This design comes from an exercise in tuning for small area, a short achievable clock period and few clock cycles per item on the open sky130 flow, not from production work.
At most, simulation tests tie the RTL to the original design; equivalence was not proved.

== v25 ==
==> flow/design.v (excerpt) <==
module fc_layer #(
    parameter INPUT_SIZE  = 16,
    parameter OUTPUT_SIZE = 8,
    parameter DATA_WIDTH  = 8
)(
    input  logic                          clk,
    input  logic                          reset,
    input  logic                          start,
    output logic                          done,
    input  logic signed [INPUT_SIZE*DATA_WIDTH-1:0]  input_data_flat,
    input  logic signed [OUTPUT_SIZE*INPUT_SIZE*DATA_WIDTH-1:0] weights_flat,
    input  logic signed [OUTPUT_SIZE*DATA_WIDTH-1:0]            bias_flat,
    output logic signed [OUTPUT_SIZE*DATA_WIDTH-1:0] output_data_flat
);
    logic [1:0] k;
    logic       valid;    
    logic       first, last, en;
    assign first = (k == 2'd0);
    assign last  = (k == 2'd3);
    assign en    = !first || start;
    always_ff @(posedge clk or posedge reset) begin
        if (reset) begin
            k     <= 2'd0;
            done  <= 1'b0;
            valid <= 1'b0;
        end else begin
            if (en) k <= k + 2'd1;
            done <= last;
            if (last) valid <= 1'b1;
        end
    end
    logic [15:0] neg, one, two;
    always_comb begin
        for (int j = 0; j < 16; j++) begin
            logic b2, b1, b0;
            case (k)
                2'd0: begin b2 = input_data_flat[8*j+1]; b1 = input_data_flat[8*j+0]; b0 = 1'b0; end
                2'd1: begin b2 = input_data_flat[8*j+3]; b1 = input_data_flat[8*j+2]; b0 = input_data_flat[8*j+1]; end
                2'd2: begin b2 = input_data_flat[8*j+5]; b1 = input_data_flat[8*j+4]; b0 = input_data_flat[8*j+3]; end
                default: begin b2 = input_data_flat[8*j+7]; b1 = input_data_flat[8*j+6]; b0 = input_data_flat[8*j+5]; end
            endcase
            one[j] = b1 ^ b0;
            two[j] = (b2 & !b1 & !b0) | (!b2 & b1 & b0);
            neg[j] = b2 & !(b1 & b0);
        end
    end
    logic [4:0] e;
    fc_popcount u_pc (.n(neg), .e(e));
    localparam logic [15:0] K0 = 16'hB000;
    logic [13:0] s_q  [OUTPUT_SIZE];
    logic [13:0] c_q  [OUTPUT_SIZE];
    logic [7:0]  lo_q [OUTPUT_SIZE];
    for (genvar i = 0; i < OUTPUT_SIZE; i++) begin : g_out
        logic [143:0] pp;
        logic [15:0]  as_, ac_;
        logic [15:2]  so, co;
        logic [1:0]   r;
        always_comb begin
  ...
==> module fc_layer, before the edit <==
module fc_layer #(
    parameter INPUT_SIZE  = 16,
    parameter OUTPUT_SIZE = 8,
    parameter DATA_WIDTH  = 8
)(
    input  logic                          clk,
    input  logic                          reset,
    input  logic                          start,
    output logic                          done,
    input  logic signed [INPUT_SIZE*DATA_WIDTH-1:0]  input_data_flat,
    input  logic signed [OUTPUT_SIZE*INPUT_SIZE*DATA_WIDTH-1:0] weights_flat,
    input  logic signed [OUTPUT_SIZE*DATA_WIDTH-1:0]            bias_flat,
    output logic signed [OUTPUT_SIZE*DATA_WIDTH-1:0] output_data_flat
);
    logic [1:0] k;
    logic       valid;    
    logic       first, last, en;
    assign first = (k == 2'd0);
    assign last  = (k == 2'd3);
    assign en    = !first || start;
    always_ff @(posedge clk or posedge reset) begin
        if (reset) begin
            k     <= 2'd0;
            done  <= 1'b0;
            valid <= 1'b0;
        end else begin
            if (en) k <= k + 2'd1;
            done <= last;
            if (last) valid <= 1'b1;
        end
    end
    logic [15:0] neg, one, two;
    always_comb begin
        for (int j = 0; j < 16; j++) begin
            logic b2, b1, b0;
            case (k)
                2'd0: begin b2 = input_data_flat[8*j+1]; b1 = input_data_flat[8*j+0]; b0 = 1'b0; end
                2'd1: begin b2 = input_data_flat[8*j+3]; b1 = input_data_flat[8*j+2]; b0 = input_data_flat[8*j+1]; end
                2'd2: begin b2 = input_data_flat[8*j+5]; b1 = input_data_flat[8*j+4]; b0 = input_data_flat[8*j+3]; end
                default: begin b2 = input_data_flat[8*j+7]; b1 = input_data_flat[8*j+6]; b0 = input_data_flat[8*j+5]; end
            endcase
            one[j] = b1 ^ b0;
            two[j] = (b2 & !b1 & !b0) | (!b2 & b1 & b0);
            neg[j] = b2 & !(b1 & b0);
        end
    end
    logic [4:0] e;
    fc_popcount u_pc (.n(neg), .e(e));
    localparam logic [15:0] K0 = 16'hB000;
    logic [13:0] s_q  [OUTPUT_SIZE];
    logic [13:0] c_q  [OUTPUT_SIZE];
    logic [7:0]  lo_q [OUTPUT_SIZE];
    for (genvar i = 0; i < OUTPUT_SIZE; i++) begin : g_out
        logic [143:0] pp;
        logic [15:0]  as_, ac_;
        logic [15:2]  so, co;
        logic [1:0]   r;
        always_comb begin
            for (int j = 0; j < 16; j++) begin
                logic [8:0] w, wn;
                w  = {weights_flat[8*(16*i+j)+7], weights_flat[8*(16*i+j) +: 8]};
                wn = w ^ {9{neg[j]}};
                pp[9*j] = (one[j] & wn[0]) | (two[j] & neg[j]);
                for (int t = 1; t < 9; t++)
                    pp[9*j+t] = (one[j] & wn[t]) | (two[j] & wn[t-1]);
            end
            as_ = first ? {{8{bias_flat[8*i+7]}}, bias_flat[8*i +: 8]} : {2'b00, s_q[i]};
            ac_ = first ? K0 : {2'b00, c_q[i]};
        end
        fc_csa u_csa (.pp(pp), .as_(as_), .ac_(ac_), .e(e), .r(r), .so(so), .co(co));
        always_ff @(posedge clk) begin
            if (en) begin
                s_q[i][7:0] <= so[9:2];
                c_q[i][7:0] <= co[9:2];
                lo_q[i]     <= {r, lo_q[i][7:2]};
            end
            s_q[i][13:8] <= so[15:10];
            c_q[i][13:8] <= co[15:10];
        end
        logic [7:0]  hi;
        logic [15:0] acc;
        assign hi  = s_q[i][7:0] + c_q[i][7:0];
        assign acc = {hi, lo_q[i]};
        always_comb begin
            if (!valid)
                output_data_flat[8*i +: 8] = 8'h00;
            else if (!acc[15] && acc[14:7] != 8'h00)
                output_data_flat[8*i +: 8] = 8'h7f;
            else if (acc[15] && acc[14:7] != 8'hff)
                output_data_flat[8*i +: 8] = 8'h80;
            else
                output_data_flat[8*i +: 8] = acc[7:0];
        end
    end
endmodule
==> flow/config.mk <==
export PLATFORM = sky130hd
export DESIGN_NAME = fc_layer
export DESIGN_NICKNAME = fc_layer
export VERILOG_FILES = /design/flow/design.v
export SDC_FILE = /design/flow/constraint.sdc
export NUM_CORES = 4
export LEC_CHECK = 0
export CAP_MARGIN = 20
export CORE_AREA = 5 5 435 435
export DIE_AREA = 0 0 440 440
export SLEW_MARGIN = 20
export SYNTH_HIERARCHICAL = 1
export SYNTH_MINIMUM_KEEP_SIZE = 0
==> flow/constraint.sdc <==
create_clock -name core_clock -period 10.0 [get_ports {clk}]
set_input_delay 2.0000 -clock core_clock [delete_from_list [all_inputs] [get_ports {clk}]]
set_output_delay 2.0000 -clock core_clock [all_outputs]
set_load 0.01 [all_outputs]
standard.sh (not shown) runs the stock make flow with config.mk's settings and CLKGATE_MAP_FILE= SYNTH_SCRIPT=/design/flow/synth_recipe.tcl, a recipe that flattens the netlist after the stock synthesis.
==> flow/flow/run.sh <==
#!/bin/bash
# The standard layout, except that the ports are buffered with sky130_fd_sc_hd__buf_1
# rather than the delay buffer buffer_ports picks by itself.
set -euo pipefail
bash standard.sh "BUFFER_PORTS_ARGS=-buffer_cell sky130_fd_sc_hd__buf_1" finish > run_make.log 2>&1
The final layout from v25, which completed every stage, passed the timing, DRC and antenna checks at the end of the flow.
Testbench counts of v25, summed over its fixed seeds: cycles 1,920, inferences 384.
What v27 does differently from v25 at the input level:
--- a/flow/design.v
+++ b/flow/design.v
@@ -31,14 +31,24 @@
         end
     end
-    logic [15:0] neg, one, two;
-    always_comb begin
+    logic [2:0]  d_q [16];
+    logic [15:0] sgn, neg, one, two;
+    always_ff @(posedge clk) begin
         for (int j = 0; j < 16; j++) begin
-            logic b2, b1, b0;
             case (k)
-                2'd0: begin b2 = input_data_flat[8*j+1]; b1 = input_data_flat[8*j+0]; b0 = 1'b0; end
-                2'd1: begin b2 = input_data_flat[8*j+3]; b1 = input_data_flat[8*j+2]; b0 = input_data_flat[8*j+1]; end
-                2'd2: begin b2 = input_data_flat[8*j+5]; b1 = input_data_flat[8*j+4]; b0 = input_data_flat[8*j+3]; end
-                default: begin b2 = input_data_flat[8*j+7]; b1 = input_data_flat[8*j+6]; b0 = input_data_flat[8*j+5]; end
+                2'd0:    d_q[j] <= input_data_flat[8*j+1 +: 3];
+                2'd1:    d_q[j] <= input_data_flat[8*j+3 +: 3];
+                default: d_q[j] <= input_data_flat[8*j+5 +: 3];
             endcase
+        end
+    end
+    always_comb begin
+        for (int j = 0; j < 16; j++) begin
+            logic b2, b1, b0;
+            if (first) begin
+                b2 = input_data_flat[8*j+1]; b1 = input_data_flat[8*j+0]; b0 = 1'b0;
+            end else begin
+                {b2, b1, b0} = d_q[j];
+            end
+            sgn[j] = b2;
             one[j] = b1 ^ b0;
             two[j] = (b2 & !b1 & !b0) | (!b2 & b1 & b0);
@@ -61,6 +71,6 @@
                 logic [8:0] w, wn;
                 w  = {weights_flat[8*(16*i+j)+7], weights_flat[8*(16*i+j) +: 8]};
-                wn = w ^ {9{neg[j]}};
-                pp[9*j] = (one[j] & wn[0]) | (two[j] & neg[j]);
+                wn = w ^ {9{sgn[j]}};
+                pp[9*j] = (one[j] & wn[0]) | (two[j] & sgn[j]);
                 for (int t = 1; t < 9; t++)
                     pp[9*j+t] = (one[j] & wn[t]) | (two[j] & wn[t-1]);
Findings:
- Changes observed in v27 relative to v25: sequential cell count of the final layout went up about 16%; critical path depth shows a reduction of 2.
- Run comparison: v27 classification of the worst setup path flip-flop to flip-flop; v25 classification of the worst setup path input pin to flip-flop
- Higher register share of the cell area among v25 and v27: v27
- On clock insertion delay at the later pin of the skew report, v25 and v27 are neck and neck.
- Clock-buffer cell count: v27 vs v25 up about 3%
- On v27: delay of the slowest cell on the worst path is 0.09 ns higher than what v25 gave.
- v27 leaves more setup margin than v25.
- Diff v25 and v27: hold slack lower in v25
- Area: v27 vs v25 -> v27 larger
- Core utilization: v27 higher than v25
- Higher detailed-route wire length on metal 1 among v25 and v27: v27
- Relative to v25, minimum clock period has decreased by 0.13 ns in v27.
Function not checked in v27: the RTL went through the layout flow alone.

-- port drivers added, routing unchanged --
In the flow no input, the clock included, has a driving cell. The finished layouts below were timed again as built, in two steps. Step 1 assumes that a clkbuf_16 drives the clock port and a buf_2 every other input. Step 2, shift: input delay + t, output delay - t, t = (earliest + latest rising clock arrival at the registers) / 2. This alone moves slack from input paths to output paths. a / b / c = ideal / step 1 / step 2; a / b = the first two.
| run | t (ns) | setup WS [ns] | clock arrival spread, ns | worst slew at a driven data input, ns | pins driven straight from the clock port |
|---|---|---|---|---|---|
| v25 | 0.752 | 1.771 / 1.841 / 1.090 | 0.066 / 0.067 | 0.41 | 1 |
| v27 | 0.751 | 1.904 / 1.904 / 1.455 | 0.057 / 0.056 | 0.30 | 1 |
After both steps every run listed still meets setup and hold. The setup slack of v25, which loses most, moves by +0.070 ns with the drivers and by -0.681 ns with both steps.
